Context: an optimization exercise on an open-source flow, tuned for small area and a short achievable clock period. The choices shown serve that exercise and are no tape-out recipe.
Only the layout flow was run in this run; the RTL was not checked for function there.
Power figures rest on the tool's default switching activity, not on a simulated workload.

## design/flow/config.mk

```make
export PLATFORM = sky130hd
export DESIGN_NAME = SIMD
export DESIGN_NICKNAME = SIMD
export VERILOG_FILES = /design/flow/design.v
export SDC_FILE = /design/flow/constraint.sdc
export NUM_CORES = 4
export LEC_CHECK = 0
export CAP_MARGIN = 20
export CORE_MARGIN = 2
export CORE_UTILIZATION = 60
export SETUP_SLACK_MARGIN = 4
export SLEW_MARGIN = 20
export SYNTH_HIERARCHICAL = 1
export SYNTH_MINIMUM_KEEP_SIZE = 0
```

## design/flow/constraint.sdc

```tcl
create_clock -name core_clock -period 10.6 [get_ports {clk}]
set_input_delay 2.1200 -clock core_clock [delete_from_list [all_inputs] [get_ports {clk}]]
set_output_delay 2.1200 -clock core_clock [all_outputs]
set_load 0.01 [all_outputs]
```

## design/flow/design.v

```verilog
module SIMD(clk,rst,opcode,funct3,funct7,rd_data1,rd_data2,rd_data3,w_add,immed,instrc_add,wr_add,wr_data);
input clk;
input rst;
input [6:0] opcode;
input [2:0] funct3;
input [6:0] funct7;
input [15:0] rd_data1;
input [15:0] rd_data2;
input [15:0] rd_data3;
input [4:0] w_add;
input [11:0] immed;
output [6:0] instrc_add;
output [4:0] wr_add;
output [15:0] wr_data;
wire alu = (opcode == 7'b0111011);
wire mac = (opcode == 7'b1001011);
wire shl = (opcode == 7'b0100011) | (opcode == 7'b1010011);
wire shr = (opcode == 7'b1100011);
wire m16 = (funct3 == 3'b001);
wire m8  = (funct3 == 3'b010);
wire m4  = (funct3 == 3'b100);
wire op_add  = alu & (funct7 == 7'b0000000);
wire op_sub  = alu & (funct7 == 7'b0100000);
wire op_mul  = alu & (funct7 == 7'b1000001);
wire op_mulh = alu & (funct7 == 7'b1000010);
wire op_madd  = mac & (funct7[1:0] == 2'b01);
wire op_maddh = mac & (funct7[1:0] == 2'b10);
wire op_and = alu & (funct7 == 7'b0001000);
wire op_or  = alu & (funct7 == 7'b0010000);
wire op_xor = alu & (funct7 == 7'b0011000);
wire op_not = alu & (funct7 == 7'b0110000);
wire lov = op_add | op_sub | op_mul | op_madd;    
wire hiv = op_mulh | op_maddh;                    
wire [15:0] imm = {{4{immed[10]}}, immed};
wire [3:0] k = imm[3:0];
wire shz = |imm[15:4];                            
wire k0 = (k == 4'd0);
wire lg = op_and | op_or | op_xor | op_not;
wire sel_lo16 = lg | (m16 & lov) | shl | (shr & k0);
wire sel_hi16 = (m16 & hiv) | (shr & ~k0);
wire ar = opcode[3];                   
wire bmul = opcode[6] | funct7[6];     
wire blog = funct7[4] | funct7[3];     
wire addsub = ar & ~bmul & ~blog;
wire sub = addsub & funct7[5];
wire sgn = ar & ~opcode[6] & funct7[6] & funct7[1];    
wire s4 = sgn & funct3[2];
wire s8 = sgn & funct3[1];
wire s16 = sgn & funct3[0];
wire i_16 = s16;
wire i_4 = s4;
wire i_4_8 = s4 | s8;
wire i_4_8_16 = s4 | s8 | s16;
wire i_8 = s8;
wire i_8_16 = s8 | s16;
wire u0 = sub;
wire u8 = sub & funct3[2];
wire u16 = sub & ~funct3[0];
wire [15:0] a = rd_data1;
wire [15:0] kd = 16'h0001 << k;
wire shsel_l = ~ar & ~shz & ~(opcode[6] & opcode[5]);
wire shsel_r = ~ar & ~shz & opcode[6] & opcode[5];
wire [15:0] bsh = ({16{shsel_l}} & kd) | ({16{shsel_r}} & {kd[1], kd[2], kd[3], kd[4], kd[5], kd[6], kd[7], kd[8], kd[9], kd[10], kd[11], kd[12], kd[13], kd[14], kd[15], kd[0]});
wire [15:0] lane1 = {3'b000, funct3[2], 3'b000, ~funct3[0], 3'b000, funct3[2], 4'b0001};
wire [15:0] b = ({16{ar & bmul}} & rd_data2) | ({16{addsub}} & lane1) | bsh;
wire [15:0] b8 = b & {16{~funct3[2] | ~ar}};
wire [15:0] b16 = b & {16{funct3[0] | ~ar}};
wire [15:0] csrc = ({16{ar & opcode[6]}} & rd_data3) | ({16{addsub}} & (rd_data2 ^ {16{funct7[5]}}));
wire [31:0] cc = {4'h0,
                  csrc[15:12] & {4{funct3[2]}},
                  csrc[15:12] & {4{funct3[1]}},
                  csrc[11:8] & {4{~funct3[0]}},
                  csrc[15:12] & {4{funct3[0]}},
                  (csrc[11:8] & {4{funct3[0]}}) | (csrc[7:4] & {4{funct3[2]}}),
                  csrc[7:4] & {4{~funct3[2]}},
                  csrc[3:0]};
wire p8 = ~funct3[2];   
wire p16 = funct3[0];   
wire [15:0] lres = ({16{op_and}} & (rd_data1 & rd_data2)) |
                   ({16{op_or}}  & (rd_data1 | rd_data2)) |
                   ({16{op_xor}} & (rd_data1 ^ rd_data2)) |
                   ({16{op_not}} & ~rd_data1);
wire pp1, pp2, pp3, pp4, pp5, pp6, pp7, pp8, pp9, pp10, pp11, pp12, pp13, pp14, pp15, pp16, pp17, pp18, pp19, pp20, pp21, pp22, pp23, pp24, pp25, pp26, pp27, pp28, pp29, pp30, pp31, pp32, pp33, pp34, pp35, pp36, pp37, pp38, pp39, pp40, pp41, pp42, pp43, pp44, pp45, pp46, pp47, pp48, pp49, pp50, pp51, pp52, pp53, pp54, pp55, pp56, pp57, pp58, pp59, pp60, pp61, pp62, pp63, pp64, pp65, pp66, pp67, pp68, pp69, pp70, pp71, pp72, pp73, pp74, pp75, pp76, pp77, pp78, pp79, pp80, pp81, pp82, pp83, pp84, pp85, pp86, pp87, pp88, pp89, pp90, pp91, pp92, pp93, pp94, pp95, pp96, pp97, pp98, pp99, pp100, pp101, pp102, pp103, pp104, pp105, pp106, pp107, pp108, pp109, pp110, pp111, pp112, pp113, pp114, pp115, pp116, pp117, pp118, pp119, pp120, pp121, pp122, pp123, pp124, pp125, pp126, pp127, pp128, pp129, pp130, pp131, pp132, pp133, pp134, pp135, pp136, pp137, pp138, pp139, pp140, pp141, pp142, pp143, pp144, pp145, pp146, pp147, pp148, pp149, pp150, pp151, pp152, pp153, pp154, pp155, pp156, pp157, pp158, pp159, pp160, pp161, pp162, pp163, pp164, pp165, pp166, pp167, pp168, pp169, pp170, pp171, pp172, pp173, pp174, pp175, pp176, pp177, pp178, pp179, pp180, pp181, pp182, pp183, pp184, pp185, pp186, pp187, pp188, pp189, pp190, pp191, pp192, pp193, pp194, pp195, pp196, pp197, pp198, pp199, pp200, pp201, pp202, pp203, pp204, pp205, pp206, pp207, pp208, pp209, pp210, pp211, pp212, pp213, pp214, pp215, pp216, pp217, pp218, pp219, pp220, pp221, pp222, pp223, pp224, pp225, pp226, pp227, pp228, pp229, pp230, pp231, pp232, pp233, pp234, pp235, pp236, pp237, pp238, pp239, pp240, pp241, pp242, pp243, pp244, pp245, pp246, pp247, pp248, pp249, pp250, pp251, pp252, pp253, pp254, pp255, pp256, s257, c258, s259, c260, s261, c262, s263, c264, s265, c266, s267, c268, s269, c270, s271, c272, s273, c274, s275, c276, s277, c278, s279, c280, s281, c282, s283, c284, s285, c286, s287, c288, s289, c290, s291, c292, s293, c294, s295, c296, s297, c298, s299, c300, s301, c302, k303, s304, c305, k306, s307, c308, k309, s310, c311, k312, s313, c314, k315, s316, c317, k318, s319, c320, k321, s322, c323, s324, c325, s326, c327, s328, c329, s330, c331, s332, c333, s334, c335, s336, c337, s338, c339, s340, c341, s342, c343, s344, c345, s346, c347, s348, c349, s350, c351, s352, c353, s354, c355, s356, c357, s358, c359, s360, c361, s362, c363, s364, c365, s366, c367, s368, c369, s370, c371, s372, c373, s374, c375, s376, c377, s378, c379, s380, c381, s382, c383, s384, c385, s386, c387, s388, c389, s390, c391, s392, c393, s394, c395, s396, c397, s398, c399, s400, c401, s402, c403, s404, c405, s406, c407, s408, c409, s410, c411, s412, c413, s414, c415, s416, c417, s418, c419, s420, c421, s422, c423, s424, c425, s426, c427, s428, c429, s430, c431, s432, c433, s434, c435, s436, c437, s438, c439, s440, c441, s442, c443, s444, c445, s446, c447, s448, c449, s450, c451, s452, c453, s454, c455, s456, c457, s458, c459, s460, c461, s462, c463, s464, c465, s466, c467, s468, c469, s470, c471, s472, c473, s474, c475, s476, c477, s478, c479, k480, s481, c482, k483, s484, c485, k486, s487, c488, k489, s490, c491, k492, s493, c494, k495, s496, c497, k498, s499, c500, k501, s502, c503, k504, s505, c506, k507, s508, c509, k510, s511, c512, k513, s514, c515, k516, s517, c518, k519, s520, c521, k522, s523, c524, s525, c526, s527, c528, s529, c530, s531, c532, s533, c534, s535, c536, s537, c538, s539, c540, s541, c542, s543, c544, s545, c546, s547, c548, s549, c550, s551, c552, s553, c554, s555, c556, s557, c558, s559, c560, s561, c562, s563, c564, s565, c566, s567, c568, s569, c570, s571, c572, s573, c574, s575, c576, s577, c578, s579, c580, s581, c582, s583, c584, s585, c586, s587, c588, s589, c590, s591, c592, s593, c594, s595, c596, s597, c598, s599, c600, s601, c602, s603, c604, s605, c606, s607, c608, s609, c610, s611, c612, s613, c614, s615, c616, s617, c618, s619, c620, s621, c622, s623, c624, s625, c626, s627, c628, s629, c630, s631, c632, s633, c634, s635, c636, s637, c638, s639, c640, s641, c642, s643, c644, s645, c646, s647, c648, s649, c650, s651, c652, s653, c654, s655, c656, s657, c658, s659, c660, s661, c662, s663, c664, s665, c666, s667, c668, s669, c670, s671, c672, s673, c674, s675, c676, s677, c678, s679, c680, s681, c682, s683, c684, s685, c686, s687, c688, s689, c690, s691, c692, s693, c694, s695, c696, s697, c698, s699, c700, s701, c702, s703, c704, s705, c706, k707, s708, c709, k710, s711, c712, k713, s714, c715, k716, s717, c718, k719, s720, c721, k722, s723, c724, k725, s726, c727, k728, s729, c730, k731, s732, c733, s734, c735, s736, c737, s738, c739, s740, c741, s742, c743, s744, c745, s746, c747, s748, c749, s750, c751, s752, c753, s754, c755, s756, c757, s758, c759, s760, c761, s762, c763, s764, c765, s766, c767, s768, c769, s770, c771, s772, c773, s774, c775, s776, c777, s778, c779, s780, c781, s782, c783, s784, c785, s786, c787, s788, c789, s790, c791, s792, c793, s794, c795, s796, c797, s798, c799, s800, c801, s802, c803, s804, c805;
assign pp1 = a[0] & b[0];
assign pp2 = a[0] & b[1];
assign pp3 = a[0] & b[2];
assign pp4 = (a[0] & b[3]) ^ i_4;
assign pp5 = a[0] & b8[4];
assign pp6 = a[0] & b8[5];
assign pp7 = a[0] & b8[6];
assign pp8 = (a[0] & b8[7]) ^ i_8;
assign pp9 = a[0] & b16[8];
assign pp10 = a[0] & b16[9];
assign pp11 = a[0] & b16[10];
assign pp12 = a[0] & b16[11];
assign pp13 = a[0] & b16[12];
assign pp14 = a[0] & b16[13];
assign pp15 = a[0] & b16[14];
assign pp16 = (a[0] & b16[15]) ^ i_16;
assign pp17 = a[1] & b[0];
assign pp18 = a[1] & b[1];
assign pp19 = a[1] & b[2];
assign pp20 = (a[1] & b[3]) ^ i_4;
assign pp21 = a[1] & b8[4];
assign pp22 = a[1] & b8[5];
assign pp23 = a[1] & b8[6];
assign pp24 = (a[1] & b8[7]) ^ i_8;
assign pp25 = a[1] & b16[8];
assign pp26 = a[1] & b16[9];
assign pp27 = a[1] & b16[10];
assign pp28 = a[1] & b16[11];
assign pp29 = a[1] & b16[12];
assign pp30 = a[1] & b16[13];
assign pp31 = a[1] & b16[14];
assign pp32 = (a[1] & b16[15]) ^ i_16;
assign pp33 = a[2] & b[0];
assign pp34 = a[2] & b[1];
assign pp35 = a[2] & b[2];
assign pp36 = (a[2] & b[3]) ^ i_4;
assign pp37 = a[2] & b8[4];
assign pp38 = a[2] & b8[5];
assign pp39 = a[2] & b8[6];
assign pp40 = (a[2] & b8[7]) ^ i_8;
assign pp41 = a[2] & b16[8];
assign pp42 = a[2] & b16[9];
assign pp43 = a[2] & b16[10];
assign pp44 = a[2] & b16[11];
assign pp45 = a[2] & b16[12];
assign pp46 = a[2] & b16[13];
assign pp47 = a[2] & b16[14];
assign pp48 = (a[2] & b16[15]) ^ i_16;
assign pp49 = (a[3] & b[0]) ^ i_4;
assign pp50 = (a[3] & b[1]) ^ i_4;
assign pp51 = (a[3] & b[2]) ^ i_4;
assign pp52 = a[3] & b[3];
assign pp53 = a[3] & b8[4];
assign pp54 = a[3] & b8[5];
assign pp55 = a[3] & b8[6];
assign pp56 = (a[3] & b8[7]) ^ i_8;
assign pp57 = a[3] & b16[8];
assign pp58 = a[3] & b16[9];
assign pp59 = a[3] & b16[10];
assign pp60 = a[3] & b16[11];
assign pp61 = a[3] & b16[12];
assign pp62 = a[3] & b16[13];
assign pp63 = a[3] & b16[14];
assign pp64 = (a[3] & b16[15]) ^ i_16;
assign pp65 = a[4] & b8[0];
assign pp66 = a[4] & b8[1];
assign pp67 = a[4] & b8[2];
assign pp68 = a[4] & b8[3];
assign pp69 = a[4] & b[4];
assign pp70 = a[4] & b[5];
assign pp71 = a[4] & b[6];
assign pp72 = (a[4] & b[7]) ^ i_4_8;
assign pp73 = a[4] & b16[8];
assign pp74 = a[4] & b16[9];
assign pp75 = a[4] & b16[10];
assign pp76 = a[4] & b16[11];
assign pp77 = a[4] & b16[12];
assign pp78 = a[4] & b16[13];
assign pp79 = a[4] & b16[14];
assign pp80 = (a[4] & b16[15]) ^ i_16;
assign pp81 = a[5] & b8[0];
assign pp82 = a[5] & b8[1];
assign pp83 = a[5] & b8[2];
assign pp84 = a[5] & b8[3];
assign pp85 = a[5] & b[4];
assign pp86 = a[5] & b[5];
assign pp87 = a[5] & b[6];
assign pp88 = (a[5] & b[7]) ^ i_4_8;
assign pp89 = a[5] & b16[8];
assign pp90 = a[5] & b16[9];
assign pp91 = a[5] & b16[10];
assign pp92 = a[5] & b16[11];
assign pp93 = a[5] & b16[12];
assign pp94 = a[5] & b16[13];
assign pp95 = a[5] & b16[14];
assign pp96 = (a[5] & b16[15]) ^ i_16;
assign pp97 = a[6] & b8[0];
assign pp98 = a[6] & b8[1];
assign pp99 = a[6] & b8[2];
assign pp100 = a[6] & b8[3];
assign pp101 = a[6] & b[4];
assign pp102 = a[6] & b[5];
assign pp103 = a[6] & b[6];
assign pp104 = (a[6] & b[7]) ^ i_4_8;
assign pp105 = a[6] & b16[8];
assign pp106 = a[6] & b16[9];
assign pp107 = a[6] & b16[10];
assign pp108 = a[6] & b16[11];
assign pp109 = a[6] & b16[12];
assign pp110 = a[6] & b16[13];
assign pp111 = a[6] & b16[14];
assign pp112 = (a[6] & b16[15]) ^ i_16;
assign pp113 = (a[7] & b8[0]) ^ i_8;
assign pp114 = (a[7] & b8[1]) ^ i_8;
assign pp115 = (a[7] & b8[2]) ^ i_8;
assign pp116 = (a[7] & b8[3]) ^ i_8;
assign pp117 = (a[7] & b[4]) ^ i_4_8;
assign pp118 = (a[7] & b[5]) ^ i_4_8;
assign pp119 = (a[7] & b[6]) ^ i_4_8;
assign pp120 = a[7] & b[7];
assign pp121 = a[7] & b16[8];
assign pp122 = a[7] & b16[9];
assign pp123 = a[7] & b16[10];
assign pp124 = a[7] & b16[11];
assign pp125 = a[7] & b16[12];
assign pp126 = a[7] & b16[13];
assign pp127 = a[7] & b16[14];
assign pp128 = (a[7] & b16[15]) ^ i_16;
assign pp129 = a[8] & b16[0];
assign pp130 = a[8] & b16[1];
assign pp131 = a[8] & b16[2];
assign pp132 = a[8] & b16[3];
assign pp133 = a[8] & b16[4];
assign pp134 = a[8] & b16[5];
assign pp135 = a[8] & b16[6];
assign pp136 = a[8] & b16[7];
assign pp137 = a[8] & b[8];
assign pp138 = a[8] & b[9];
assign pp139 = a[8] & b[10];
assign pp140 = (a[8] & b[11]) ^ i_4;
assign pp141 = a[8] & b8[12];
assign pp142 = a[8] & b8[13];
assign pp143 = a[8] & b8[14];
assign pp144 = (a[8] & b8[15]) ^ i_8_16;
assign pp145 = a[9] & b16[0];
assign pp146 = a[9] & b16[1];
assign pp147 = a[9] & b16[2];
assign pp148 = a[9] & b16[3];
assign pp149 = a[9] & b16[4];
assign pp150 = a[9] & b16[5];
assign pp151 = a[9] & b16[6];
assign pp152 = a[9] & b16[7];
assign pp153 = a[9] & b[8];
assign pp154 = a[9] & b[9];
assign pp155 = a[9] & b[10];
assign pp156 = (a[9] & b[11]) ^ i_4;
assign pp157 = a[9] & b8[12];
assign pp158 = a[9] & b8[13];
assign pp159 = a[9] & b8[14];
assign pp160 = (a[9] & b8[15]) ^ i_8_16;
assign pp161 = a[10] & b16[0];
assign pp162 = a[10] & b16[1];
assign pp163 = a[10] & b16[2];
assign pp164 = a[10] & b16[3];
assign pp165 = a[10] & b16[4];
assign pp166 = a[10] & b16[5];
assign pp167 = a[10] & b16[6];
assign pp168 = a[10] & b16[7];
assign pp169 = a[10] & b[8];
assign pp170 = a[10] & b[9];
assign pp171 = a[10] & b[10];
assign pp172 = (a[10] & b[11]) ^ i_4;
assign pp173 = a[10] & b8[12];
assign pp174 = a[10] & b8[13];
assign pp175 = a[10] & b8[14];
assign pp176 = (a[10] & b8[15]) ^ i_8_16;
assign pp177 = a[11] & b16[0];
assign pp178 = a[11] & b16[1];
assign pp179 = a[11] & b16[2];
assign pp180 = a[11] & b16[3];
assign pp181 = a[11] & b16[4];
assign pp182 = a[11] & b16[5];
assign pp183 = a[11] & b16[6];
assign pp184 = a[11] & b16[7];
assign pp185 = (a[11] & b[8]) ^ i_4;
assign pp186 = (a[11] & b[9]) ^ i_4;
assign pp187 = (a[11] & b[10]) ^ i_4;
assign pp188 = a[11] & b[11];
assign pp189 = a[11] & b8[12];
assign pp190 = a[11] & b8[13];
assign pp191 = a[11] & b8[14];
assign pp192 = (a[11] & b8[15]) ^ i_8_16;
assign pp193 = a[12] & b16[0];
assign pp194 = a[12] & b16[1];
assign pp195 = a[12] & b16[2];
assign pp196 = a[12] & b16[3];
assign pp197 = a[12] & b16[4];
assign pp198 = a[12] & b16[5];
assign pp199 = a[12] & b16[6];
assign pp200 = a[12] & b16[7];
assign pp201 = a[12] & b8[8];
assign pp202 = a[12] & b8[9];
assign pp203 = a[12] & b8[10];
assign pp204 = a[12] & b8[11];
assign pp205 = a[12] & b[12];
assign pp206 = a[12] & b[13];
assign pp207 = a[12] & b[14];
assign pp208 = (a[12] & b[15]) ^ i_4_8_16;
assign pp209 = a[13] & b16[0];
assign pp210 = a[13] & b16[1];
assign pp211 = a[13] & b16[2];
assign pp212 = a[13] & b16[3];
assign pp213 = a[13] & b16[4];
assign pp214 = a[13] & b16[5];
assign pp215 = a[13] & b16[6];
assign pp216 = a[13] & b16[7];
assign pp217 = a[13] & b8[8];
assign pp218 = a[13] & b8[9];
assign pp219 = a[13] & b8[10];
assign pp220 = a[13] & b8[11];
assign pp221 = a[13] & b[12];
assign pp222 = a[13] & b[13];
assign pp223 = a[13] & b[14];
assign pp224 = (a[13] & b[15]) ^ i_4_8_16;
assign pp225 = a[14] & b16[0];
assign pp226 = a[14] & b16[1];
assign pp227 = a[14] & b16[2];
assign pp228 = a[14] & b16[3];
assign pp229 = a[14] & b16[4];
assign pp230 = a[14] & b16[5];
assign pp231 = a[14] & b16[6];
assign pp232 = a[14] & b16[7];
assign pp233 = a[14] & b8[8];
assign pp234 = a[14] & b8[9];
assign pp235 = a[14] & b8[10];
assign pp236 = a[14] & b8[11];
assign pp237 = a[14] & b[12];
assign pp238 = a[14] & b[13];
assign pp239 = a[14] & b[14];
assign pp240 = (a[14] & b[15]) ^ i_4_8_16;
assign pp241 = (a[15] & b16[0]) ^ i_16;
assign pp242 = (a[15] & b16[1]) ^ i_16;
assign pp243 = (a[15] & b16[2]) ^ i_16;
assign pp244 = (a[15] & b16[3]) ^ i_16;
assign pp245 = (a[15] & b16[4]) ^ i_16;
assign pp246 = (a[15] & b16[5]) ^ i_16;
assign pp247 = (a[15] & b16[6]) ^ i_16;
assign pp248 = (a[15] & b16[7]) ^ i_16;
assign pp249 = (a[15] & b8[8]) ^ i_8_16;
assign pp250 = (a[15] & b8[9]) ^ i_8_16;
assign pp251 = (a[15] & b8[10]) ^ i_8_16;
assign pp252 = (a[15] & b8[11]) ^ i_8_16;
assign pp253 = (a[15] & b[12]) ^ i_4_8_16;
assign pp254 = (a[15] & b[13]) ^ i_4_8_16;
assign pp255 = (a[15] & b[14]) ^ i_4_8_16;
assign pp256 = a[15] & b[15];
SIMD_ha us257 (.a(u0), .b(cc[0]), .s(s257), .co(c258));
SIMD_fa us259 (.a(cc[1]), .b(pp17), .c(pp2), .s(s259), .co(c260));
SIMD_fa us261 (.a(cc[2]), .b(pp18), .c(pp3), .s(s261), .co(c262));
SIMD_ha us263 (.a(pp33), .b(c260), .s(s263), .co(c264));
SIMD_fa us265 (.a(cc[3]), .b(pp19), .c(pp34), .s(s265), .co(c266));
SIMD_fa us267 (.a(pp4), .b(pp49), .c(c262), .s(s267), .co(c268));
SIMD_ha us269 (.a(s265), .b(c264), .s(s269), .co(c270));
SIMD_fa us271 (.a((s4)), .b(cc[4]), .c(pp35), .s(s271), .co(c272));
SIMD_fa us273 (.a(pp5), .b(pp65), .c(pp20), .s(s273), .co(c274));
SIMD_fa us275 (.a(pp50), .b(c266), .c(s271), .s(s275), .co(c276));
SIMD_fa us277 (.a(s273), .b(c268), .c(c270), .s(s277), .co(c278));
SIMD_fa us279 (.a(cc[5]), .b(pp21), .c(pp6), .s(s279), .co(c280));
SIMD_fa us281 (.a(pp66), .b(pp81), .c(pp36), .s(s281), .co(c282));
SIMD_fa us283 (.a(pp51), .b(c272), .c(s279), .s(s283), .co(c284));
SIMD_fa us285 (.a(c274), .b(s281), .c(c276), .s(s285), .co(c286));
SIMD_ha us287 (.a(s283), .b(c278), .s(s287), .co(c288));
SIMD_fa us289 (.a(cc[6]), .b(pp22), .c(pp37), .s(s289), .co(c290));
SIMD_fa us291 (.a(pp52), .b(pp67), .c(pp7), .s(s291), .co(c292));
SIMD_fa us293 (.a(pp82), .b(pp97), .c(c280), .s(s293), .co(c294));
SIMD_fa us295 (.a(s289), .b(s291), .c(c282), .s(s295), .co(c296));
SIMD_fa us297 (.a(c284), .b(s293), .c(s295), .s(s297), .co(c298));
SIMD_ha us299 (.a(c286), .b(c288), .s(s299), .co(c300));
SIMD_fa us301 (.a((s4)), .b(cc[7]), .c(pp23), .s(s301), .co(c302));
assign k303 = c302 & p8;
SIMD_fa us304 (.a(pp38), .b(pp53), .c(pp68), .s(s304), .co(c305));
assign k306 = c305 & p8;
SIMD_fa us307 (.a(pp83), .b(pp98), .c(pp113), .s(s307), .co(c308));
assign k309 = c308 & p8;
SIMD_fa us310 (.a(pp8), .b(c290), .c(c292), .s(s310), .co(c311));
assign k312 = c311 & p8;
SIMD_fa us313 (.a(s301), .b(s304), .c(s307), .s(s313), .co(c314));
assign k315 = c314 & p8;
SIMD_fa us316 (.a(c294), .b(s310), .c(c296), .s(s316), .co(c317));
assign k318 = c317 & p8;
SIMD_fa us319 (.a(s313), .b(c298), .c(s316), .s(s319), .co(c320));
assign k321 = c320 & p8;
SIMD_fa us322 (.a((s8)), .b(u8), .c(cc[8]), .s(s322), .co(c323));
SIMD_fa us324 (.a(pp129), .b(pp39), .c(pp54), .s(s324), .co(c325));
SIMD_fa us326 (.a(pp69), .b(pp84), .c(pp9), .s(s326), .co(c327));
SIMD_fa us328 (.a(pp99), .b(pp114), .c(pp24), .s(s328), .co(c329));
SIMD_fa us330 (.a(s322), .b(s324), .c(s326), .s(s330), .co(c331));
SIMD_fa us332 (.a(k303), .b(k306), .c(s328), .s(s332), .co(c333));
SIMD_fa us334 (.a(k309), .b(k312), .c(s330), .s(s334), .co(c335));
SIMD_fa us336 (.a(s332), .b(k315), .c(s334), .s(s336), .co(c337));
SIMD_ha us338 (.a(k318), .b(s336), .s(s338), .co(c339));
SIMD_fa us340 (.a(cc[9]), .b(pp10), .c(pp100), .s(s340), .co(c341));
SIMD_fa us342 (.a(pp130), .b(pp145), .c(pp25), .s(s342), .co(c343));
SIMD_fa us344 (.a(pp55), .b(pp70), .c(pp85), .s(s344), .co(c345));
SIMD_fa us346 (.a(pp115), .b(pp40), .c(c323), .s(s346), .co(c347));
SIMD_fa us348 (.a(c325), .b(c327), .c(s340), .s(s348), .co(c349));
SIMD_fa us350 (.a(s342), .b(s344), .c(c329), .s(s350), .co(c351));
SIMD_fa us352 (.a(c331), .b(s346), .c(s348), .s(s352), .co(c353));
SIMD_fa us354 (.a(c333), .b(s350), .c(c335), .s(s354), .co(c355));
SIMD_fa us356 (.a(s352), .b(c337), .c(s354), .s(s356), .co(c357));
SIMD_fa us358 (.a(cc[10]), .b(pp101), .c(pp11), .s(s358), .co(c359));
SIMD_fa us360 (.a(pp131), .b(pp146), .c(pp161), .s(s360), .co(c361));
SIMD_fa us362 (.a(pp26), .b(pp41), .c(pp71), .s(s362), .co(c363));
SIMD_fa us364 (.a(pp86), .b(pp116), .c(pp56), .s(s364), .co(c365));
SIMD_fa us366 (.a(c341), .b(c343), .c(c345), .s(s366), .co(c367));
SIMD_fa us368 (.a(s358), .b(s360), .c(s362), .s(s368), .co(c369));
SIMD_fa us370 (.a(s364), .b(c347), .c(c349), .s(s370), .co(c371));
SIMD_fa us372 (.a(s366), .b(c351), .c(s368), .s(s372), .co(c373));
SIMD_fa us374 (.a(c353), .b(s370), .c(s372), .s(s374), .co(c375));
SIMD_ha us376 (.a(c355), .b(s374), .s(s376), .co(c377));
SIMD_fa us378 (.a(cc[11]), .b(pp102), .c(pp12), .s(s378), .co(c379));
SIMD_fa us380 (.a(pp132), .b(pp147), .c(pp162), .s(s380), .co(c381));
SIMD_fa us382 (.a(pp177), .b(pp27), .c(pp42), .s(s382), .co(c383));
SIMD_fa us384 (.a(pp57), .b(pp87), .c(pp117), .s(s384), .co(c385));
SIMD_fa us386 (.a(pp72), .b(c359), .c(c361), .s(s386), .co(c387));
SIMD_fa us388 (.a(c363), .b(s378), .c(s380), .s(s388), .co(c389));
SIMD_fa us390 (.a(s382), .b(c365), .c(s384), .s(s390), .co(c391));
SIMD_fa us392 (.a(c367), .b(c369), .c(s386), .s(s392), .co(c393));
SIMD_fa us394 (.a(s388), .b(s390), .c(c371), .s(s394), .co(c395));
SIMD_fa us396 (.a(c373), .b(s392), .c(s394), .s(s396), .co(c397));
SIMD_ha us398 (.a(c375), .b(c377), .s(s398), .co(c399));
SIMD_fa us400 (.a((s4)), .b(cc[12]), .c(pp103), .s(s400), .co(c401));
SIMD_fa us402 (.a(pp13), .b(pp133), .c(pp148), .s(s402), .co(c403));
SIMD_fa us404 (.a(pp163), .b(pp178), .c(pp193), .s(s404), .co(c405));
SIMD_fa us406 (.a(pp28), .b(pp43), .c(pp58), .s(s406), .co(c407));
SIMD_fa us408 (.a(pp73), .b(pp118), .c(pp88), .s(s408), .co(c409));
SIMD_fa us410 (.a(c379), .b(c381), .c(c383), .s(s410), .co(c411));
SIMD_fa us412 (.a(s400), .b(s402), .c(s404), .s(s412), .co(c413));
SIMD_fa us414 (.a(s406), .b(c385), .c(s408), .s(s414), .co(c415));
SIMD_fa us416 (.a(c387), .b(c389), .c(s410), .s(s416), .co(c417));
SIMD_fa us418 (.a(s412), .b(c391), .c(s414), .s(s418), .co(c419));
SIMD_fa us420 (.a(c393), .b(s416), .c(c395), .s(s420), .co(c421));
SIMD_fa us422 (.a(s418), .b(c397), .c(s420), .s(s422), .co(c423));
SIMD_fa us424 (.a(cc[13]), .b(pp134), .c(pp14), .s(s424), .co(c425));
SIMD_fa us426 (.a(pp149), .b(pp164), .c(pp179), .s(s426), .co(c427));
SIMD_fa us428 (.a(pp194), .b(pp209), .c(pp29), .s(s428), .co(c429));
SIMD_fa us430 (.a(pp44), .b(pp59), .c(pp74), .s(s430), .co(c431));
SIMD_fa us432 (.a(pp89), .b(pp104), .c(pp119), .s(s432), .co(c433));
SIMD_fa us434 (.a(c401), .b(c403), .c(c405), .s(s434), .co(c435));
SIMD_fa us436 (.a(c407), .b(s424), .c(s426), .s(s436), .co(c437));
SIMD_fa us438 (.a(s428), .b(s430), .c(c409), .s(s438), .co(c439));
SIMD_fa us440 (.a(s432), .b(c411), .c(c413), .s(s440), .co(c441));
SIMD_fa us442 (.a(s434), .b(s436), .c(c415), .s(s442), .co(c443));
SIMD_fa us444 (.a(s438), .b(c417), .c(s440), .s(s444), .co(c445));
SIMD_fa us446 (.a(c419), .b(s442), .c(s444), .s(s446), .co(c447));
SIMD_ha us448 (.a(c421), .b(s446), .s(s448), .co(c449));
SIMD_fa us450 (.a(cc[14]), .b(pp105), .c(pp120), .s(s450), .co(c451));
SIMD_fa us452 (.a(pp135), .b(pp15), .c(pp150), .s(s452), .co(c453));
SIMD_fa us454 (.a(pp165), .b(pp180), .c(pp195), .s(s454), .co(c455));
SIMD_fa us456 (.a(pp210), .b(pp225), .c(pp30), .s(s456), .co(c457));
SIMD_fa us458 (.a(pp45), .b(pp60), .c(pp75), .s(s458), .co(c459));
SIMD_fa us460 (.a(pp90), .b(c425), .c(c427), .s(s460), .co(c461));
SIMD_fa us462 (.a(c429), .b(c431), .c(s450), .s(s462), .co(c463));
SIMD_fa us464 (.a(s452), .b(s454), .c(s456), .s(s464), .co(c465));
SIMD_fa us466 (.a(s458), .b(c433), .c(c435), .s(s466), .co(c467));
SIMD_fa us468 (.a(c437), .b(s460), .c(c439), .s(s468), .co(c469));
SIMD_fa us470 (.a(s462), .b(s464), .c(c441), .s(s470), .co(c471));
SIMD_fa us472 (.a(s466), .b(c443), .c(s468), .s(s472), .co(c473));
SIMD_fa us474 (.a(c445), .b(s470), .c(s472), .s(s474), .co(c475));
SIMD_ha us476 (.a(c447), .b(s474), .s(s476), .co(c477));
SIMD_fa us478 (.a((s4 | s8)), .b(cc[15]), .c(pp106), .s(s478), .co(c479));
assign k480 = c479 & p16;
SIMD_fa us481 (.a(pp121), .b(pp136), .c(pp151), .s(s481), .co(c482));
assign k483 = c482 & p16;
SIMD_fa us484 (.a(pp166), .b(pp181), .c(pp196), .s(s484), .co(c485));
assign k486 = c485 & p16;
SIMD_fa us487 (.a(pp211), .b(pp226), .c(pp31), .s(s487), .co(c488));
assign k489 = c488 & p16;
SIMD_fa us490 (.a(pp46), .b(pp61), .c(pp76), .s(s490), .co(c491));
assign k492 = c491 & p16;
SIMD_fa us493 (.a(pp91), .b(pp16), .c(pp241), .s(s493), .co(c494));
assign k495 = c494 & p16;
SIMD_fa us496 (.a(c451), .b(c453), .c(c455), .s(s496), .co(c497));
assign k498 = c497 & p16;
SIMD_fa us499 (.a(c457), .b(c459), .c(s478), .s(s499), .co(c500));
assign k501 = c500 & p16;
SIMD_fa us502 (.a(s481), .b(s484), .c(s487), .s(s502), .co(c503));
assign k504 = c503 & p16;
SIMD_fa us505 (.a(s490), .b(s493), .c(c461), .s(s505), .co(c506));
assign k507 = c506 & p16;
SIMD_fa us508 (.a(c463), .b(c465), .c(s496), .s(s508), .co(c509));
assign k510 = c509 & p16;
SIMD_fa us511 (.a(s499), .b(s502), .c(c467), .s(s511), .co(c512));
assign k513 = c512 & p16;
SIMD_fa us514 (.a(s505), .b(c469), .c(s508), .s(s514), .co(c515));
assign k516 = c515 & p16;
SIMD_fa us517 (.a(c471), .b(s511), .c(c473), .s(s517), .co(c518));
assign k519 = c518 & p16;
SIMD_fa us520 (.a(s514), .b(c475), .c(s517), .s(s520), .co(c521));
assign k522 = c521 & p16;
SIMD_fa us523 (.a((s16)), .b(u16), .c(cc[16]), .s(s523), .co(c524));
SIMD_fa us525 (.a(pp107), .b(pp122), .c(pp137), .s(s525), .co(c526));
SIMD_fa us527 (.a(pp152), .b(pp167), .c(pp182), .s(s527), .co(c528));
SIMD_fa us529 (.a(pp197), .b(pp212), .c(pp227), .s(s529), .co(c530));
SIMD_fa us531 (.a(pp47), .b(pp62), .c(pp77), .s(s531), .co(c532));
SIMD_fa us533 (.a(pp92), .b(pp242), .c(pp32), .s(s533), .co(c534));
SIMD_fa us535 (.a(s523), .b(s525), .c(s527), .s(s535), .co(c536));
SIMD_fa us537 (.a(s529), .b(s531), .c(k480), .s(s537), .co(c538));
SIMD_fa us539 (.a(k483), .b(k486), .c(k489), .s(s539), .co(c540));
SIMD_fa us541 (.a(k492), .b(s533), .c(k495), .s(s541), .co(c542));
SIMD_fa us543 (.a(k498), .b(s535), .c(k501), .s(s543), .co(c544));
SIMD_fa us545 (.a(k504), .b(s537), .c(s539), .s(s545), .co(c546));
SIMD_fa us547 (.a(s541), .b(k507), .c(k510), .s(s547), .co(c548));
SIMD_fa us549 (.a(s543), .b(s545), .c(k513), .s(s549), .co(c550));
SIMD_fa us551 (.a(k516), .b(s547), .c(s549), .s(s551), .co(c552));
SIMD_ha us553 (.a(k519), .b(s551), .s(s553), .co(c554));
SIMD_fa us555 (.a(cc[17]), .b(pp108), .c(pp123), .s(s555), .co(c556));
SIMD_fa us557 (.a(pp138), .b(pp153), .c(pp168), .s(s557), .co(c558));
SIMD_fa us559 (.a(pp183), .b(pp198), .c(pp213), .s(s559), .co(c560));
SIMD_fa us561 (.a(pp228), .b(pp63), .c(pp78), .s(s561), .co(c562));
SIMD_fa us563 (.a(pp93), .b(pp243), .c(pp48), .s(s563), .co(c564));
SIMD_fa us565 (.a(c524), .b(c526), .c(c528), .s(s565), .co(c566));
SIMD_fa us567 (.a(c530), .b(c532), .c(s555), .s(s567), .co(c568));
SIMD_fa us569 (.a(s557), .b(s559), .c(s561), .s(s569), .co(c570));
SIMD_fa us571 (.a(c534), .b(s563), .c(c536), .s(s571), .co(c572));
SIMD_fa us573 (.a(s565), .b(c538), .c(c540), .s(s573), .co(c574));
SIMD_fa us575 (.a(s567), .b(s569), .c(c542), .s(s575), .co(c576));
SIMD_fa us577 (.a(s571), .b(c544), .c(c546), .s(s577), .co(c578));
SIMD_fa us579 (.a(s573), .b(s575), .c(c548), .s(s579), .co(c580));
SIMD_fa us581 (.a(s577), .b(c550), .c(s579), .s(s581), .co(c582));
SIMD_ha us583 (.a(c552), .b(s581), .s(s583), .co(c584));
SIMD_fa us585 (.a(cc[18]), .b(pp109), .c(pp124), .s(s585), .co(c586));
SIMD_fa us587 (.a(pp139), .b(pp154), .c(pp169), .s(s587), .co(c588));
SIMD_fa us589 (.a(pp184), .b(pp199), .c(pp214), .s(s589), .co(c590));
SIMD_fa us591 (.a(pp229), .b(pp79), .c(pp94), .s(s591), .co(c592));
SIMD_fa us593 (.a(pp244), .b(pp64), .c(c556), .s(s593), .co(c594));
SIMD_fa us595 (.a(c558), .b(c560), .c(c562), .s(s595), .co(c596));
SIMD_fa us597 (.a(s585), .b(s587), .c(s589), .s(s597), .co(c598));
SIMD_fa us599 (.a(s591), .b(c564), .c(c566), .s(s599), .co(c600));
SIMD_fa us601 (.a(c568), .b(c570), .c(s593), .s(s601), .co(c602));
SIMD_fa us603 (.a(s595), .b(s597), .c(c572), .s(s603), .co(c604));
SIMD_fa us605 (.a(s599), .b(c574), .c(s601), .s(s605), .co(c606));
SIMD_fa us607 (.a(c576), .b(s603), .c(c578), .s(s607), .co(c608));
SIMD_fa us609 (.a(s605), .b(c580), .c(s607), .s(s609), .co(c610));
SIMD_ha us611 (.a(c582), .b(s609), .s(s611), .co(c612));
SIMD_fa us613 (.a(cc[19]), .b(pp110), .c(pp125), .s(s613), .co(c614));
SIMD_fa us615 (.a(pp155), .b(pp170), .c(pp200), .s(s615), .co(c616));
SIMD_fa us617 (.a(pp215), .b(pp230), .c(pp95), .s(s617), .co(c618));
SIMD_fa us619 (.a(pp140), .b(pp185), .c(pp245), .s(s619), .co(c620));
SIMD_fa us621 (.a(pp80), .b(c586), .c(c588), .s(s621), .co(c622));
SIMD_fa us623 (.a(c590), .b(c592), .c(s613), .s(s623), .co(c624));
SIMD_fa us625 (.a(s615), .b(s617), .c(s619), .s(s625), .co(c626));
SIMD_fa us627 (.a(c594), .b(c596), .c(c598), .s(s627), .co(c628));
SIMD_fa us629 (.a(s621), .b(s623), .c(c600), .s(s629), .co(c630));
SIMD_fa us631 (.a(s625), .b(c602), .c(s627), .s(s631), .co(c632));
SIMD_fa us633 (.a(c604), .b(s629), .c(c606), .s(s633), .co(c634));
SIMD_fa us635 (.a(s631), .b(c608), .c(s633), .s(s635), .co(c636));
SIMD_ha us637 (.a(c610), .b(s635), .s(s637), .co(c638));
SIMD_fa us639 (.a((s4)), .b(cc[20]), .c(pp111), .s(s639), .co(c640));
SIMD_fa us641 (.a(pp126), .b(pp141), .c(pp171), .s(s641), .co(c642));
SIMD_fa us643 (.a(pp201), .b(pp216), .c(pp231), .s(s643), .co(c644));
SIMD_fa us645 (.a(pp156), .b(pp186), .c(pp246), .s(s645), .co(c646));
SIMD_fa us647 (.a(pp96), .b(c614), .c(c616), .s(s647), .co(c648));
SIMD_fa us649 (.a(c618), .b(s639), .c(s641), .s(s649), .co(c650));
SIMD_fa us651 (.a(s643), .b(c620), .c(s645), .s(s651), .co(c652));
SIMD_fa us653 (.a(c622), .b(c624), .c(s647), .s(s653), .co(c654));
SIMD_fa us655 (.a(s649), .b(c626), .c(s651), .s(s655), .co(c656));
SIMD_fa us657 (.a(c628), .b(s653), .c(c630), .s(s657), .co(c658));
SIMD_fa us659 (.a(s655), .b(c632), .c(s657), .s(s659), .co(c660));
SIMD_fa us661 (.a(c634), .b(s659), .c(c636), .s(s661), .co(c662));
SIMD_fa us663 (.a(cc[21]), .b(pp127), .c(pp142), .s(s663), .co(c664));
SIMD_fa us665 (.a(pp157), .b(pp202), .c(pp217), .s(s665), .co(c666));
SIMD_fa us667 (.a(pp232), .b(pp112), .c(pp172), .s(s667), .co(c668));
SIMD_fa us669 (.a(pp187), .b(pp247), .c(c640), .s(s669), .co(c670));
SIMD_fa us671 (.a(c642), .b(c644), .c(s663), .s(s671), .co(c672));
SIMD_fa us673 (.a(s665), .b(c646), .c(s667), .s(s673), .co(c674));
SIMD_fa us675 (.a(c648), .b(c650), .c(s669), .s(s675), .co(c676));
SIMD_fa us677 (.a(s671), .b(c652), .c(s673), .s(s677), .co(c678));
SIMD_fa us679 (.a(c654), .b(s675), .c(c656), .s(s679), .co(c680));
SIMD_fa us681 (.a(s677), .b(c658), .c(s679), .s(s681), .co(c682));
SIMD_ha us683 (.a(c660), .b(s681), .s(s683), .co(c684));
SIMD_fa us685 (.a(cc[22]), .b(pp143), .c(pp158), .s(s685), .co(c686));
SIMD_fa us687 (.a(pp173), .b(pp188), .c(pp203), .s(s687), .co(c688));
SIMD_fa us689 (.a(pp218), .b(pp233), .c(pp128), .s(s689), .co(c690));
SIMD_fa us691 (.a(pp248), .b(c664), .c(c666), .s(s691), .co(c692));
SIMD_fa us693 (.a(s685), .b(s687), .c(c668), .s(s693), .co(c694));
SIMD_fa us695 (.a(s689), .b(c670), .c(c672), .s(s695), .co(c696));
SIMD_fa us697 (.a(s691), .b(c674), .c(s693), .s(s697), .co(c698));
SIMD_fa us699 (.a(c676), .b(s695), .c(c678), .s(s699), .co(c700));
SIMD_fa us701 (.a(s697), .b(c680), .c(s699), .s(s701), .co(c702));
SIMD_ha us703 (.a(c682), .b(s701), .s(s703), .co(c704));
SIMD_fa us705 (.a((s4)), .b(cc[23]), .c(pp159), .s(s705), .co(c706));
assign k707 = c706 & p8;
SIMD_fa us708 (.a(pp174), .b(pp189), .c(pp204), .s(s708), .co(c709));
assign k710 = c709 & p8;
SIMD_fa us711 (.a(pp219), .b(pp234), .c(pp144), .s(s711), .co(c712));
assign k713 = c712 & p8;
SIMD_fa us714 (.a(pp249), .b(c686), .c(c688), .s(s714), .co(c715));
assign k716 = c715 & p8;
SIMD_fa us717 (.a(s705), .b(s708), .c(c690), .s(s717), .co(c718));
assign k719 = c718 & p8;
SIMD_fa us720 (.a(s711), .b(c692), .c(s714), .s(s720), .co(c721));
assign k722 = c721 & p8;
SIMD_fa us723 (.a(c694), .b(s717), .c(c696), .s(s723), .co(c724));
assign k725 = c724 & p8;
SIMD_fa us726 (.a(s720), .b(c698), .c(s723), .s(s726), .co(c727));
assign k728 = c727 & p8;
SIMD_fa us729 (.a(c700), .b(s726), .c(c702), .s(s729), .co(c730));
assign k731 = c730 & p8;
SIMD_fa us732 (.a((s8)), .b(u8), .c(cc[24]), .s(s732), .co(c733));
SIMD_fa us734 (.a(pp175), .b(pp190), .c(pp205), .s(s734), .co(c735));
SIMD_fa us736 (.a(pp220), .b(pp235), .c(pp160), .s(s736), .co(c737));
SIMD_fa us738 (.a(pp250), .b(s732), .c(s734), .s(s738), .co(c739));
SIMD_fa us740 (.a(k707), .b(k710), .c(s736), .s(s740), .co(c741));
SIMD_fa us742 (.a(k713), .b(k716), .c(s738), .s(s742), .co(c743));
SIMD_fa us744 (.a(k719), .b(s740), .c(k722), .s(s744), .co(c745));
SIMD_fa us746 (.a(s742), .b(k725), .c(s744), .s(s746), .co(c747));
SIMD_ha us748 (.a(k728), .b(s746), .s(s748), .co(c749));
SIMD_fa us750 (.a(cc[25]), .b(pp191), .c(pp206), .s(s750), .co(c751));
SIMD_fa us752 (.a(pp221), .b(pp236), .c(pp176), .s(s752), .co(c753));
SIMD_fa us754 (.a(pp251), .b(c733), .c(c735), .s(s754), .co(c755));
SIMD_fa us756 (.a(s750), .b(c737), .c(s752), .s(s756), .co(c757));
SIMD_fa us758 (.a(c739), .b(s754), .c(c741), .s(s758), .co(c759));
SIMD_fa us760 (.a(s756), .b(c743), .c(s758), .s(s760), .co(c761));
SIMD_fa us762 (.a(c745), .b(s760), .c(c747), .s(s762), .co(c763));
SIMD_fa us764 (.a(cc[26]), .b(pp207), .c(pp222), .s(s764), .co(c765));
SIMD_fa us766 (.a(pp237), .b(pp192), .c(pp252), .s(s766), .co(c767));
SIMD_fa us768 (.a(c751), .b(s764), .c(c753), .s(s768), .co(c769));
SIMD_fa us770 (.a(s766), .b(c755), .c(c757), .s(s770), .co(c771));
SIMD_fa us772 (.a(s768), .b(c759), .c(s770), .s(s772), .co(c773));
SIMD_ha us774 (.a(c761), .b(s772), .s(s774), .co(c775));
SIMD_fa us776 (.a(cc[27]), .b(pp223), .c(pp238), .s(s776), .co(c777));
SIMD_fa us778 (.a(pp208), .b(pp253), .c(c765), .s(s778), .co(c779));
SIMD_fa us780 (.a(s776), .b(c767), .c(s778), .s(s780), .co(c781));
SIMD_fa us782 (.a(c769), .b(s780), .c(c771), .s(s782), .co(c783));
SIMD_ha us784 (.a(c773), .b(s782), .s(s784), .co(c785));
SIMD_fa us786 (.a((s4)), .b(cc[28]), .c(pp239), .s(s786), .co(c787));
SIMD_fa us788 (.a(pp224), .b(pp254), .c(c777), .s(s788), .co(c789));
SIMD_fa us790 (.a(s786), .b(c779), .c(s788), .s(s790), .co(c791));
SIMD_fa us792 (.a(c781), .b(s790), .c(c783), .s(s792), .co(c793));
SIMD_fa us794 (.a(cc[29]), .b(pp240), .c(pp255), .s(s794), .co(c795));
SIMD_fa us796 (.a(c787), .b(s794), .c(c789), .s(s796), .co(c797));
SIMD_ha us798 (.a(c791), .b(s796), .s(s798), .co(c799));
SIMD_fa us800 (.a(cc[30]), .b(pp256), .c(c795), .s(s800), .co(c801));
SIMD_ha us802 (.a(s800), .b(c797), .s(s802), .co(c803));
SIMD_fa us804 (.a((s4 | s8 | s16)), .b(cc[31]), .c(c801), .s(s804), .co(c805));
wire [31:0] tx = {c803, c799, c793, c785, c775, c763, c749, k731, c704, c684, c662, c638, c612, c584, c554, k522, c477, c449, c423, c399, s396, c357, c339, k321, c300, s297, s285, s275, s267, s261, c258, pp1};
wire [31:0] ty = {s804, s802, s798, s792, s784, s774, s762, s748, s729, s703, s683, s661, s637, s611, s583, s553, s520, s476, s448, s422, s398, s376, s356, s338, s319, s299, s287, s277, s269, s263, s259, s257};
reg [4:0] pc;
reg [4:0] wr_add_r;
always @(posedge clk) begin
    if (!rst) begin
        pc <= 5'd0;
        wr_add_r <= 5'd0;
    end else begin
        pc <= pc + 5'd1;
        wr_add_r <= w_add;
    end
end
assign instrc_add = {pc, 2'b00};
assign wr_add = wr_add_r;
wire [31:0] nx = tx | {16'h0000, lres};
reg [31:0] rx, ry;
reg [5:0] rsel;
always @(posedge clk) begin
    rx <= nx;
    ry <= ty;
    if (!rst) rsel <= 6'd0;
    else rsel <= {m4 & hiv, m4 & lov, m8 & hiv, m8 & lov, sel_hi16, sel_lo16};
end
wire r_k8 = ~(rsel[4] | rsel[5]);    
wire r_k16 = rsel[0] | rsel[1];      
wire [34:0] gx = {rx[31:24], r_k8, rx[23:16], r_k16, rx[15:8], r_k8, rx[7:0]};
wire [34:0] gy = {ry[31:24], 1'b0, ry[23:16], 1'b0, ry[15:8], 1'b0, ry[7:0]};
wire [34:0] gs = gx + gy;
wire [31:0] P = {gs[34:27], gs[25:18], gs[16:9], gs[7:0]};
wire [15:0] res = ({16{rsel[0]}} & P[15:0]) | ({16{rsel[1]}} & P[31:16]) |
                  ({16{rsel[2]}} & {P[23:16], P[7:0]}) | ({16{rsel[3]}} & {P[31:24], P[15:8]}) |
                  ({16{rsel[4]}} & {P[27:24], P[19:16], P[11:8], P[3:0]}) |
                  ({16{rsel[5]}} & {P[31:28], P[23:20], P[15:12], P[7:4]});
assign wr_data = res;
endmodule
module SIMD_fa(input a, input b, input c, output s, output co);
assign s = a ^ b ^ c;
assign co = (a & b) | (c & (a ^ b));
endmodule
module SIMD_ha(input a, input b, output s, output co);
assign s = a ^ b;
assign co = a & b;
endmodule
```

## design/flow/run.sh

```bash
#!/bin/bash
# synth_recipe.tcl (not shown) runs the flow's synth.tcl, then flattens the netlist and writes it again
# the make line also repeats each setting of config.mk as NAME=value (left out here)
make -C /OpenROAD-flow-scripts/flow DESIGN_CONFIG=/design/flow/config.mk WORK_HOME=/design/flow/orfs CLKGATE_MAP_FILE= SYNTH_SCRIPT=/design/flow/synth_recipe.tcl finish
```

==> results by group <==
Die
  • Core Rows: 54
  • Initial core utilization: ~61%
  • Die H: 154 um
  • Die Span X: 154 um
  • Core Region: 21,900 um2
  • I/O pin count: 112
  • Die area: approximately 24,000 um2

Clock network
  • Clock root cell: clkbuf_16
  • CTS H-tree lvls: 3
  • CTS tree: built
  • Clock slew seen by the registers of the worst setup and hold paths: 0.07 ns
  • Maximum buffer depth of the clock tree: 2
  • Cts bufs inserted: 9
  • Clk sink count: 80
  • Clock Latency Late Sink: 0.35 ns

Logic synthesis
  • Ys flop type: dfxtp_1
  • Mapped cell area: 13,400 um2
  • Distinct cell type count after synthesis: 70
  • Top post-synthesis cells by area: fa_1 (36%), dfxtp_1 (12%), ha_1 (7.9%), and3_1 (5.5%), xnor2_1 (4.2%)
  • Sequential area share after synthesis: 11.9%
  • Mapped Avg Cell Area: 9.42 um2
  • Top-area cell type share of the netlist area: 35.7%
  • Asr flop ratio synth: 0%
  • Flops & latches, synth: 80
  • Post-synth EDFFs: 0
  • Warnings from Yosys: 7
  • Mapped Cells: between 1,000 and 1,500
  • Synth area leader: fa_1

Route
  • Routed WL: 49,500 um
  • DRC violations left: 0
  • Iter 0 DRT Violations: between 1,500 and 2,000
  • Avg WL per Cell: 27.2 um
  • Vias/cell: 6.83
  • Routed Antenna Nets: 0
  • Vias: 12,400
  • Pre-antenna DRT Iters: 8

Power and ir drop
  • Leakage: 7.70 nW
  • Pwr Density: 120 nW/um2
  • Worst vdd ir: 0.123 mV

STA
  • Worst slew margin: 27.1%
  • Worst-Margin Slew: around 1.1 ns
  • Clk_skew: 0.000981 ns
  • Worst hold slack: 0.477 ns
  • RSZ-0062 raised after global routing: true
  • Final setup viols: 0
  • Highest clock rate: 0.146 GHz
  • Ratio of final minimum period to clock period: approximately two thirds
  • Max-slew violation count: 0
  • Final Hold Fails: 0
  • Setup TNS Final: 0 ns
  • Minimum clock period: 6.86 ns

Run
  • Max cap viols: 0

Place
  • RePlAce Congestion: a little over 1
  • Dpl hpwl: 37,000 um
  • PortBufs: between 100 and 150

Global routing
  • First-pass GRT wire length: 73,000 um
  • Antenna violations before repair: 2
  • Vias in the first global route: 12,500
  • Total GRT Usage: 41.4%
  • Largest net degree at the start of global routing: 51
  • GRT overflow: 0

Layout
  • Layout cells sized above 1: 14.9%
  • Fin util: 73.4%
  • Antenna Cells: 0
  • Layout area overhead: 19.8%
  • Fillers: 1,579
  • Final net count: 1,939

Hold path
  • Hold crit path type: reg2reg
  • Hold Crit Depth: 1

Run status
  • Outcome: finished clean

Critical path
  • CP Capture Type: register
  • Critical Path AT: 7.10 ns
  • R2r worst-path depth: 4
  • Worst-path fanout max: 8
  • Kind of critical path: in2reg
  • Critical Path RT: 10.84 ns
  • Startpoint types: primary input
cells by family (layout without fill, tap and decap cells):
group | after synthesis | count (layout) | share of synthesized area [%]
xor gates and xnor gates | 101 | 101 | 6.59
DFF | 80 | 80 | 11.9
AOI/OAI and AO/OA | 203 | 203 | 11.1
adders and majority gates | 324 | 324 | 43.6
other | 1 | 6 | 0.0279
muxes | 8 | 8 | 0.597
buffers and inverters | 141 | 246 | 4.09
and+or+nand+nor | 567 | 568 | 22.1
metal layers:
| metal | vias up | share of wire (%) | GRT usage (%) |
|---|---|---|---|
| li1 | 5090 | - | - |
| met1 | 5976 | 35 | 51.8 |
| met2 | 1049 | 44 | 63.3 |
| met3 | 289 | 13 | 11.2 |
| met4 | 4 | 8.2 | 27.3 |
| met5 | - | 0.057 | 0 |
stage by stage:
step / worst slack (ns) / instance area, um2 / cells / total power [W]
floorplan: 3.67 / 13600 / 1430 / 0.00115
global placement: 2.73 / 14800 / 1747 / 0.00154
detailed placement: 2.56 / 14800 / 1747 / 0.00157
CTS: 3.88 / 15700 / 1799 / 0.00189
global route: 3.67 / 16100 / 1816 / 0.00204
finish: 3.74 / 16100 / 1816 / 0.00193
synthesized netlist by cell type (all sizes together), types with 10 or more instances:
| master | n |
|---|---|
| fa | 239 |
| ha | 85 |
| xor2 | 36 |
| dfxtp | 80 |
| nor2 | 106 |
| o21ai | 34 |
| and3 | 117 |
| a31oi | 10 |
| clkbuf | 78 |
| nor3 | 39 |
| a21o | 11 |
| a22o | 16 |
| inv | 53 |
| nand2 | 107 |
| a21oi | 40 |
| buf | 10 |
| xnor2 | 65 |
| nor2b | 28 |
| nand3 | 43 |
| a221oi | 18 |
| and2 | 80 |
sequential cells by signal (all words and copies together) (netlist names):
signal and cells:
pc 5, rsel 6, rx 32, ry 32, wr_add_r 5
per-module statistics from Yosys, one instance, submodules excluded:
module / flops+latches / copies in the design
SIMD: 80 / 1
SIMD_fa: 0 / 238
SIMD_ha: 0 / 21
final cells by class:
type	count	area (um2)	share of cell area, %
well taps	280	350	2.18
clock inverters	5	33.8	0.210
multi-input cells	1210	12000	74.6
flip-flops and latches	80	1600	9.96
clock buffers	11	233	1.45
repair buffers	177	1650	10.2
inverters	53	211	1.32
power by group:
group	switching, W	total (W)	internal, W
Clock	0.000133	0.000291	0.000158
Sequential	0.0000500	0.000432	0.000382
Combinational	0.000752	0.00121	0.000456
Total	0.000935	0.00193	0.000996
repair_timing:
action | 4_1_cts | 5_1_grt
setup buffers | 36 | 16
pin swaps | 36 | 12
resized for setup | 123 | 56
gates cloned | 0 | 1
setup endpoints to repair | 42 | 27
hold buffers | 0 | 0
worst paths after layout:
kind | to | slack [ns] | start
setup / recovery | ry[20] | 3.74 | immed[5]
setup reg to reg | pc[4] | 9.53 | pc[0]
hold / removal | pc[0] | 0.48 | pc[0]
hold reg to reg | pc[0] | 0.48 | pc[0]
cells in the final DEF (no fill, tap or decap), types with 7 or more instances in the layout:
cell,n
nor3_4,8
nor2_1,99
and3_1,109
nor2b_1,27
and2_1,75
xor2_1,36
a221oi_1,17
inv_1,49
buf_6,15
fa_1,203
a222oi_1,9
clkdlybuf4s50_1,92
o21ai_0,20
a21oi_1,36
fa_2,36
nor3_1,19
xnor2_1,61
a22oi_1,9
nand2_1,97
o21ai_1,10
and3_4,8
nand3_1,38
a22o_1,12
mux2i_1,7
nor3_2,12
clkbuf_16,9
ha_1,83
dfxtp_1,80
buf_4,53
a21o_1,11
critical path, cell delays in order:
cell and delay (ns):
dlygate4sd2_1 0.25, or3_4 0.37, nor3_4 0.29, buf_6 0.16, nand4_1 0.27, a21oi_4 0.30
nor2_4 0.09, buf_6 0.15, nor3_4 0.21, fa_1 0.48, fa_2 0.37, fa_2 0.37
fa_2 0.36, fa_1 0.47, fa_2 0.38, fa_1 0.44

## separate check: timing with driven ports
How much do the figures lean on ideal ports? The routed layout below was timed once more, with nothing changed but the port constraints. Step 1 sets driving cells, clkbuf_16 on the clock port and buf_2 on the other inputs (assumed; they add their load-dependent delay and slew). Step 2 moves the port delays by t, midway between the first and last clock arrival at a register: inputs arrive t later, outputs are due t later. That takes back most of the time a late clock gives input paths. a / b / c = no drivers / after step 1 / after step 2; a / b = the first two.
t (ns): 0.401
setup slack, ns: 3.739 / 3.764 / 3.363
worst setup path at the end: input to register
clock arrival spread, ns: 0.011 / 0.010
worst register clock-pin slew, ns: 0.07 / 0.07
After both steps setup and hold are still met in this run. For this run, drivers alone change the setup slack by +0.025 ns; drivers and shift together by -0.376 ns.
